Source: an optimization exercise on an open RTL-to-GDS flow (aim: small area). Production flows keep margins and buffers that such runs may drop. Only simulation tests tie the RTL to the original design; equivalence was not proved. Power figures rest on the tool's default switching activity, not on a simulated workload.

==> inputs of 06-03 <==
==> flow/design.v <==
module eth_icmp_top (
    input   wire            clk,
    input   wire            rst_n,
    input   wire    [4:0]   i_rx_5b,
    input   wire            i_sfp_los,
    output  reg     [4:0]   o_tx_5b
);
    localparam [47:0] MY_MAC = 48'h123456789ABC;
    localparam DLY = 75;             
    reg     [3:0]   r_prev;          
    reg     [2:0]   r_pos;           
    reg             r_in_frame;
    reg     [7:0]   r_cnt;           
    reg             r_match;
    wire    [8:0]   w_bits = {r_prev, i_rx_5b};
    reg     [4:0]   w_grp;
    always @(*) begin
        case (r_pos)
            3'd0:    w_grp = w_bits[8:4];
            3'd1:    w_grp = w_bits[7:3];
            3'd2:    w_grp = w_bits[6:2];
            3'd3:    w_grp = w_bits[5:1];
            default: w_grp = w_bits[4:0];
        endcase
    end
    wire    [3:0]   w_nib;
    assign w_nib[0] = w_grp[0];
    assign w_nib[1] = w_grp[2] & ~(w_grp[4] & w_grp[3] & w_grp[1] & ~w_grp[0]);
    assign w_nib[2] = (~w_grp[4] & w_grp[3] & w_grp[2] & w_grp[1]) |
                      ( w_grp[4] & w_grp[3] & w_grp[2] & ~w_grp[1]) |
                      ( w_grp[3] & ~w_grp[2] & w_grp[1]);
    assign w_nib[3] = ( w_grp[4] & ~w_grp[3] & w_grp[2] & w_grp[1]) |
                      ( w_grp[4] & w_grp[3] & w_grp[2] & ~w_grp[1]) |
                      ( w_grp[4] & ~w_grp[2] & w_grp[1]);
    reg             w_chk;
    reg     [3:0]   w_exp;
    always @(*) begin
        w_chk = 1'b1;
        case (r_cnt)
            8'd16: w_exp = MY_MAC[43:40];
            8'd17: w_exp = MY_MAC[47:44];
            8'd18: w_exp = MY_MAC[35:32];
            8'd19: w_exp = MY_MAC[39:36];
            8'd20: w_exp = MY_MAC[27:24];
            8'd21: w_exp = MY_MAC[31:28];
            8'd22: w_exp = MY_MAC[19:16];
            8'd23: w_exp = MY_MAC[23:20];
            8'd24: w_exp = MY_MAC[11: 8];
            8'd25: w_exp = MY_MAC[15:12];
            8'd26: w_exp = MY_MAC[ 3: 0];
            8'd27: w_exp = MY_MAC[ 7: 4];
            8'd40: w_exp = 4'h8;         
            8'd41: w_exp = 4'h0;
            8'd42: w_exp = 4'h0;
            8'd43: w_exp = 4'h0;
            8'd62: w_exp = 4'h1;         
            8'd63: w_exp = 4'h0;
            8'd84: w_exp = 4'h8;         
            8'd85: w_exp = 4'h0;
            default: begin w_exp = 4'h0; w_chk = 1'b0; end
        endcase
    end
    wire w_sof = ~r_in_frame & ~&i_rx_5b;
    always @(posedge clk) begin
        r_prev <= i_rx_5b[3:0];
        if (w_sof)
            r_cnt <= {7'd0, ~(i_rx_5b[4] & i_rx_5b[3] & i_rx_5b[2])};
        else if (r_cnt != 8'd255)
            r_cnt <= r_cnt + 8'd1;
        if (~r_in_frame) begin
            r_pos   <= ~i_rx_5b[4] ? 3'd2 :
                       ~i_rx_5b[3] ? 3'd3 :
                       ~i_rx_5b[2] ? 3'd4 :
                       ~i_rx_5b[1] ? 3'd0 : 3'd1;
            r_match <= 1'b1;
        end else if (w_chk & (w_nib != w_exp)) begin
            r_match <= 1'b0;         
        end
    end
    always @(posedge clk or negedge rst_n) begin
        if (~rst_n) begin
            r_in_frame <= 1'b0;
        end else begin
            if (~r_in_frame) r_in_frame <= ~&i_rx_5b;
            else if (&w_grp) r_in_frame <= 1'b0;     
        end
    end
    wire w_accept = r_in_frame & (r_cnt == 8'd85) & r_match & (w_grp == 5'b11110);
    reg     [3:0]   r_dl    [1:DLY];
    wire            w_rot;           
    integer i;
    always @(posedge clk) begin
        r_dl[1] <= w_nib;
        for (i = 2; i <= DLY; i = i + 1)
            r_dl[i] <= r_dl[i - 1];
        if (w_rot) r_dl[DLY - 7] <= r_dl[DLY];
    end
    reg             r_tx;
    reg             r_odd;           
    reg     [10:0]  r_bc;            
    reg             r_cy;
    reg             r_end;           
    reg     [2:0]   r_pl;            
    reg     [31:0]  r_crc;
    assign w_rot = (r_cnt >= 8'd143) & (r_cnt <= 8'd150);
    wire    [3:0]   w_dl  = r_dl[DLY];
    wire            w_hdr = (r_cnt >= 8'd86) & (r_cnt <= 8'd126);       
    wire            w_tail = (~w_hdr & (r_bc < 11'd5)) | r_end;
    wire            w_data = r_tx & (r_cnt >= 8'd91 | r_cnt < 8'd86) & ~w_tail;
    reg     [3:0]   w_tx_nib;
    always @(*) begin
        case (r_cnt)
            8'd91, 8'd92, 8'd93, 8'd94, 8'd95, 8'd96,
            8'd97, 8'd98, 8'd99, 8'd100, 8'd101, 8'd102: w_tx_nib = r_dl[DLY - 12];
            8'd103: w_tx_nib = MY_MAC[43:40];
            8'd104: w_tx_nib = MY_MAC[47:44];
            8'd105: w_tx_nib = MY_MAC[35:32];
            8'd106: w_tx_nib = MY_MAC[39:36];
            8'd107: w_tx_nib = MY_MAC[27:24];
            8'd108: w_tx_nib = MY_MAC[31:28];
            8'd109: w_tx_nib = MY_MAC[19:16];
            8'd110: w_tx_nib = MY_MAC[23:20];
            8'd111: w_tx_nib = MY_MAC[11: 8];
            8'd112: w_tx_nib = MY_MAC[15:12];
            8'd113: w_tx_nib = MY_MAC[ 3: 0];
            8'd114: w_tx_nib = MY_MAC[ 7: 4];
            8'd143, 8'd144, 8'd145, 8'd146,
            8'd147, 8'd148, 8'd149, 8'd150: w_tx_nib = r_dl[DLY - 8];
            8'd159, 8'd160: w_tx_nib = 4'h0;                 
            8'd163: w_tx_nib = w_dl ^ 4'h8;                  
            8'd164: w_tx_nib = w_dl + {3'd0, r_cy};
            default: w_tx_nib = w_dl;
        endcase
    end
    reg     [3:0]   w_x;
    always @(*) begin
        case (r_cnt[1:0])
            2'd2:    w_x = {1'b0, r_pl};             
            2'd3:    w_x = {1'b0, r_pl} - 4'd1;      
            default: w_x = r_bc[3:0];                
        endcase
    end
    wire            w_glitch = (r_cnt >= 8'd110) & (r_cnt <= 8'd112) & (r_pl != 3'd0) &
                               (w_x != 4'd0) & (w_x <= 4'd4) & (r_bc[10:8] == 3'd0);
    wire    [1:0]   w_jh = 2'd0 - w_x[1:0];
    wire    [2:0]   w_j = w_glitch ? {w_jh, ~r_cnt[0]} : 3'd0;
    wire            w_inv = (r_cnt >= 8'd91) & (r_cnt <= 8'd98);
    reg     [31:0]  w_crc_nx;
    reg             w_fb;
    integer k;
    always @(*) begin
        w_crc_nx = r_crc;
        for (k = 0; k < 4; k = k + 1) begin
            w_fb = (w_crc_nx[31] ^ w_tx_nib[k] ^ w_inv) & w_data;
            w_crc_nx = {w_crc_nx[30:0], 1'b0} ^ (32'h04C11DB7 & {32{w_fb}});
        end
    end
    reg     [3:0]   w_fcs;
    always @(*) begin
        case (w_j)
            3'd0: w_fcs = {r_crc[28], r_crc[29], r_crc[30], r_crc[31]};
            3'd1: w_fcs = {r_crc[24], r_crc[25], r_crc[26], r_crc[27]};
            3'd2: w_fcs = {r_crc[20], r_crc[21], r_crc[22], r_crc[23]};
            3'd3: w_fcs = {r_crc[16], r_crc[17], r_crc[18], r_crc[19]};
            3'd4: w_fcs = {r_crc[12], r_crc[13], r_crc[14], r_crc[15]};
            3'd5: w_fcs = {r_crc[ 8], r_crc[ 9], r_crc[10], r_crc[11]};
            3'd6: w_fcs = {r_crc[ 4], r_crc[ 5], r_crc[ 6], r_crc[ 7]};
            default: w_fcs = {r_crc[ 0], r_crc[ 1], r_crc[ 2], r_crc[ 3]};
        endcase
        w_fcs = ~w_fcs;
    end
    function [4:0] enc;
        input [3:0] n;
        case (n)
            4'h0: enc = 5'b11110;   4'h1: enc = 5'b01001;
            4'h2: enc = 5'b10100;   4'h3: enc = 5'b10101;
            4'h4: enc = 5'b01010;   4'h5: enc = 5'b01011;
            4'h6: enc = 5'b01110;   4'h7: enc = 5'b01111;
            4'h8: enc = 5'b10010;   4'h9: enc = 5'b10011;
            4'hA: enc = 5'b10110;   4'hB: enc = 5'b10111;
            4'hC: enc = 5'b11010;   4'hD: enc = 5'b11011;
            4'hE: enc = 5'b11100;   default: enc = 5'b11101;
        endcase
    endfunction
    wire            w_tr = r_end | (r_bc == 11'd0);
    always @(*) begin
        if (~r_tx)
            o_tx_5b = 5'b11111;                              
        else if (r_cnt == 8'd86)
            o_tx_5b = 5'b11000;                              
        else if (r_cnt == 8'd87)
            o_tx_5b = 5'b10001;                              
        else if (r_cnt == 8'd88 || r_cnt == 8'd89)
            o_tx_5b = 5'b01011;                              
        else if (r_cnt == 8'd90)
            o_tx_5b = 5'b11011;                              
        else if (w_tail & w_tr)
            o_tx_5b = r_odd ? 5'b00111 : 5'b01101;           
        else
            o_tx_5b = enc((w_tail | w_glitch) ? w_fcs : w_tx_nib);
    end
    always @(posedge clk) begin
        r_crc <= w_crc_nx;
        r_odd <= w_accept | ~r_odd;
        if (r_cnt == 8'd109)
            r_bc <= {r_dl[DLY - 14][2:0], r_dl[DLY - 17], r_dl[DLY - 16]};
        else
            r_bc <= r_bc - {10'd0, ~w_hdr & r_odd};
        r_cy <= w_dl[3];
        if (w_sof)
            r_end <= 1'b0;
        else if (r_tx & w_glitch & (w_j == 3'd7))
            r_end <= 1'b1;
    end
    wire            w_f = (r_bc[7:3] == 5'd0) | (r_bc[7:3] == 5'd31);
    wire            w_h = (r_bc[7:3] == 5'd31) & (r_bc[2:0] <= 3'd4);
    always @(posedge clk or negedge rst_n) begin
        if (~rst_n)
            r_pl <= 3'd0;
        else if (r_in_frame & r_match & (r_cnt == 8'd113))
            r_pl <= ~w_f ? 3'd0 : w_h ? r_bc[2:0] + 3'd1 : 3'd6;
    end
    always @(posedge clk or negedge rst_n) begin
        if (~rst_n)
            r_tx <= 1'b0;
        else if (w_accept)
            r_tx <= 1'b1;
        else if (w_tail & w_tr & r_odd)
            r_tx <= 1'b0;                                    
    end
endmodule
==> flow/run.sh <==
#!/bin/bash
# synth_recipe.tcl (not shown) runs the flow's synth.tcl, then flattens the netlist and writes it again
# the make line also repeats each setting of config.mk as NAME=value (left out here)
make -C /OpenROAD-flow-scripts/flow DESIGN_CONFIG=/design/flow/config.mk WORK_HOME=/design/flow/orfs CLKGATE_MAP_FILE= SYNTH_SCRIPT=/design/flow/synth_recipe.tcl finish
==> flow/config.mk <==
export PLATFORM = sky130hd
export DESIGN_NAME = eth_icmp_top
export DESIGN_NICKNAME = eth_icmp_top
export VERILOG_FILES = /design/flow/design.v
export SDC_FILE = /design/flow/constraint.sdc
export NUM_CORES = 4
export LEC_CHECK = 0
export CAP_MARGIN = 20
export CORE_MARGIN = 2
export CORE_UTILIZATION = 40
export CTS_BUF_LIST = sky130_fd_sc_hd__clkbuf_8
export CTS_CLUSTER_DIAMETER = 70
export CTS_CLUSTER_SIZE = 18
export SLEW_MARGIN = 20
==> flow/constraint.sdc <==
create_clock -name core_clock -period 10.0 [get_ports {clk}]
set_input_delay 2.0000 -clock core_clock [delete_from_list [all_inputs] [get_ports {clk}]]
set_output_delay 2.0000 -clock core_clock [all_outputs]
set_load 0.01 [all_outputs]
==> 05-25 (differences from 06-03) <==
--- a/flow/design.v
+++ b/flow/design.v
@@ -106,4 +106,4 @@
     wire    [3:0]   w_dl  = r_dl[DLY];
-    wire            w_hdr = (r_cnt >= 8'd86) & (r_cnt <= 8'd126);       
-    wire            w_tail = (~w_hdr & (r_bc < 11'd5)) | r_end;
+    wire            w_hdr = (r_cnt >= 8'd86) & (r_cnt <= 8'd132);       
+    wire            w_tail = (~w_hdr & (r_bc[10:3] == 8'd0)) | r_end;
     wire            w_data = r_tx & (r_cnt >= 8'd91 | r_cnt < 8'd86) & ~w_tail;
@@ -146,3 +146,2 @@
     wire    [2:0]   w_j = w_glitch ? {w_jh, ~r_cnt[0]} : 3'd0;
-    wire            w_inv = (r_cnt >= 8'd91) & (r_cnt <= 8'd98);
     reg     [31:0]  w_crc_nx;
@@ -153,4 +152,4 @@
         for (k = 0; k < 4; k = k + 1) begin
-            w_fb = (w_crc_nx[31] ^ w_tx_nib[k] ^ w_inv) & w_data;
-            w_crc_nx = {w_crc_nx[30:0], 1'b0} ^ (32'h04C11DB7 & {32{w_fb}});
+            w_fb = (w_crc_nx[31] ^ w_tx_nib[k]) & w_data;
+            w_crc_nx = {w_crc_nx[30:0], ~w_data} ^ (32'h04C11DB7 & {32{w_fb}});
         end
@@ -184,3 +183,3 @@
     endfunction
-    wire            w_tr = r_end | (r_bc == 11'd0);
+    wire            w_tr = r_end | ~r_bc[2];     
     always @(*) begin
==> flow/flow/run.sh (new file) <==
#!/bin/bash
# Own layout flow: the standard flow with three changes.
#  1. After the standard synthesis, the combinational logic between the
#     registers is mapped again by ABC with an area-oriented script
#     (deepsyn + area mapping).  The registers, their names and their cells
#     are left exactly as the standard synthesis made them.
#  2. The port buffers are buf_1 cells.
#  3. Clock tree synthesis uses clkbuf_8 clusters without dummy loads.
# Each tool's output goes to a log file of its own in this folder.
set -euo pipefail
RES=orfs/results/${FLOW_PLATFORM}/eth_icmp_top/base
LIB=${FLOW_HOME}/platforms/${FLOW_PLATFORM}/lib/sky130_fd_sc_hd__tt_025C_1v80.lib
YOSYS=${FLOW_HOME}/../tools/install/yosys/bin/yosys

bash standard.sh synth > standard_synth.log 2>&1
cp $RES/1_2_yosys.v standard_1_2_yosys.v

cat > remap.ys <<EOY
read_liberty -ignore_miss_func $LIB
read_verilog standard_1_2_yosys.v
hierarchy -top $FLOW_TOP
blackbox sky130_fd_sc_hd__df* sky130_fd_sc_hd__edf* sky130_fd_sc_hd__sdf*
flatten
opt_clean -purge
tee -o remap_stat_before.txt stat -liberty $LIB
abc -liberty $LIB -dont_use sky130_fd_sc_hd__lpflow_bleeder_1 -dont_use sky130_fd_sc_hd__lpflow_clkbufkapwr_1 -dont_use sky130_fd_sc_hd__lpflow_clkbufkapwr_16 -dont_use sky130_fd_sc_hd__lpflow_clkbufkapwr_2 -dont_use sky130_fd_sc_hd__lpflow_clkbufkapwr_4 -dont_use sky130_fd_sc_hd__lpflow_clkbufkapwr_8 -dont_use sky130_fd_sc_hd__lpflow_clkinvkapwr_1 -dont_use sky130_fd_sc_hd__lpflow_clkinvkapwr_16 -dont_use sky130_fd_sc_hd__lpflow_clkinvkapwr_2 -dont_use sky130_fd_sc_hd__lpflow_clkinvkapwr_4 -dont_use sky130_fd_sc_hd__lpflow_clkinvkapwr_8 -dont_use sky130_fd_sc_hd__lpflow_decapkapwr_12 -dont_use sky130_fd_sc_hd__lpflow_decapkapwr_3 -dont_use sky130_fd_sc_hd__lpflow_decapkapwr_4 -dont_use sky130_fd_sc_hd__lpflow_decapkapwr_6 -dont_use sky130_fd_sc_hd__lpflow_decapkapwr_8 -dont_use sky130_fd_sc_hd__lpflow_inputiso0n_1 -dont_use sky130_fd_sc_hd__lpflow_inputiso0p_1 -dont_use sky130_fd_sc_hd__lpflow_inputiso1n_1 -dont_use sky130_fd_sc_hd__lpflow_inputiso1p_1 -dont_use sky130_fd_sc_hd__lpflow_inputisolatch_1 -dont_use sky130_fd_sc_hd__lpflow_isobufsrc_1 -dont_use sky130_fd_sc_hd__lpflow_isobufsrc_16 -dont_use sky130_fd_sc_hd__lpflow_isobufsrc_2 -dont_use sky130_fd_sc_hd__lpflow_isobufsrc_4 -dont_use sky130_fd_sc_hd__lpflow_isobufsrc_8 -dont_use sky130_fd_sc_hd__lpflow_isobufsrckapwr_16 -dont_use sky130_fd_sc_hd__lpflow_lsbuf_lh_hl_isowell_tap_1 -dont_use sky130_fd_sc_hd__lpflow_lsbuf_lh_hl_isowell_tap_2 -dont_use sky130_fd_sc_hd__lpflow_lsbuf_lh_hl_isowell_tap_4 -dont_use sky130_fd_sc_hd__lpflow_lsbuf_lh_isowell_4 -dont_use sky130_fd_sc_hd__lpflow_lsbuf_lh_isowell_tap_1 -dont_use sky130_fd_sc_hd__lpflow_lsbuf_lh_isowell_tap_2 -dont_use sky130_fd_sc_hd__lpflow_lsbuf_lh_isowell_tap_4 -dont_use sky130_fd_sc_hd__probe_p_8 -dont_use sky130_fd_sc_hd__probec_p_8  -dont_use sky130_fd_sc_hd__probe_p_8 -dont_use sky130_fd_sc_hd__probec_p_8 -script +strash;&get,-n;&deepsyn,-T,60;&put;dc2;&get,-n;&dch,-f;&nf,-a,-R,1000;&put
splitnets
opt_clean -purge
hilomap -singleton -hicell sky130_fd_sc_hd__conb_1 HI -locell sky130_fd_sc_hd__conb_1 LO
insbuf -buf sky130_fd_sc_hd__buf_4 A X
opt_clean -purge
rename -hide w:*\$func\$*
tee -o remap_check.txt check
tee -o remap_stat.txt stat -liberty $LIB
write_verilog -noattr -nohex -nodec remap.v
EOY
$YOSYS -s remap.ys > remap.log 2>&1
cp remap.v $RES/1_2_yosys.v
rm -f $RES/1_synth.odb $RES/1_synth.sdc

export BUFFER_PORTS_ARGS="-buffer_cell sky130_fd_sc_hd__buf_1"
export CTS_ARGS="-sink_clustering_enable -repair_clock_nets -sink_clustering_size 18 -sink_clustering_max_diameter 70 -buf_list sky130_fd_sc_hd__clkbuf_8 -dont_use_dummy_load"
bash standard.sh > standard.log 2>&1
==> flow/standard.sh (new file) <==
#!/bin/bash
# synth_recipe.tcl (not shown) runs the flow's synth.tcl, then flattens the netlist and writes it again
# the make line also repeats each setting of config.mk as NAME=value (left out here)
make -C /OpenROAD-flow-scripts/flow DESIGN_CONFIG=/design/flow/config.mk WORK_HOME=/design/flow/orfs CLKGATE_MAP_FILE= SYNTH_SCRIPT=/design/flow/synth_recipe.tcl "${@:-finish}"
removed: flow/run.sh
==> comparison <==
- Between 05-25 and 06-03, the lower worst setup slack is in 06-03 (gap 1.6 ns).
- Of 05-25 and 06-03, 06-03 has the higher non-clock buffer count (gap 1).
- Between 06-03 and 05-25, the lower clock skew is in 05-25 (gap 0.012 ns).
- Against 06-03, the count of clock-buffer cells in the layout of 05-25 is lower by 2.
- In 06-03 the total power is higher than in 05-25, by 11%.
- Against 05-25, the worst hold slack of 06-03 is higher by 0.0032 ns.
- Clock power: 05-25 is lower than 06-03 (about 8%).
- Of 05-25 and 06-03, 05-25 has the higher first-iteration DRC count (gap about 2.3%, measured against 06-03).
==> figures <==
quantity	06-03	05-25
Outcome	timing/DRC/antenna clean	timing/DRC/antenna clean
Cell Area, Placed	0.0111 mm²	0.00997 mm²
Layout-to-synthesis area ratio	1.073x	1.081x
Non-Clock Inverter Count	22	11
Switching power	0.840 mW	0.660 mW
Largest incremental delay on the critical path	0.83 ns	0.69 ns
Vert. Die Dim	168 µm	158 µm
Leak pwr	4.63 nW	3.94 nW
Number of CTS-inserted buffers	25	24
Total via count after detailed routing	5723	5046
Synthesized instance count	841	741
Fraction of the core area covered by cells at the end of the flow	43.3%	44.0%
Slack of the critical path	1.70 ns	3.31 ns
Num rows	60	56
Share of cell area taken by multi-input logic gates	26.7%	20.2%
Ratio of routed vias to standard cells	4.77	4.61
Relative slew slack	36.2%	40.7%

==> re-timing with driven ports <==
The results above use ideal ports. As a check the final layouts listed here were re-extracted and re-timed, cells and wires unchanged.
Step 1 sets driving cells, clkbuf_16 on the clock port and buf_2 on the other inputs (assumed; they add their load-dependent delay and slew).
Step 2 adds t to the input delays and takes it off the output delays; t is the mean of the earliest and latest rising clock arrival at the registers after step 1. Input paths then give back, and output paths get back, about the clock's delay inside the block.
Three values: ideal ports, drivers, drivers and shift; two values: the first two.
run	shift t [ns]	setup WS [ns]	latest minus earliest clock arrival (ns)	slew at the worst register clock pin (ns)
06-03	0.610	1.700 / 1.653 / 2.263	0.031 / 0.030	0.11 / 0.11
05-25	0.574	3.314 / 3.275 / 3.849	0.023 / 0.022	0.11 / 0.11
After both steps setup and hold are still met in every run listed.
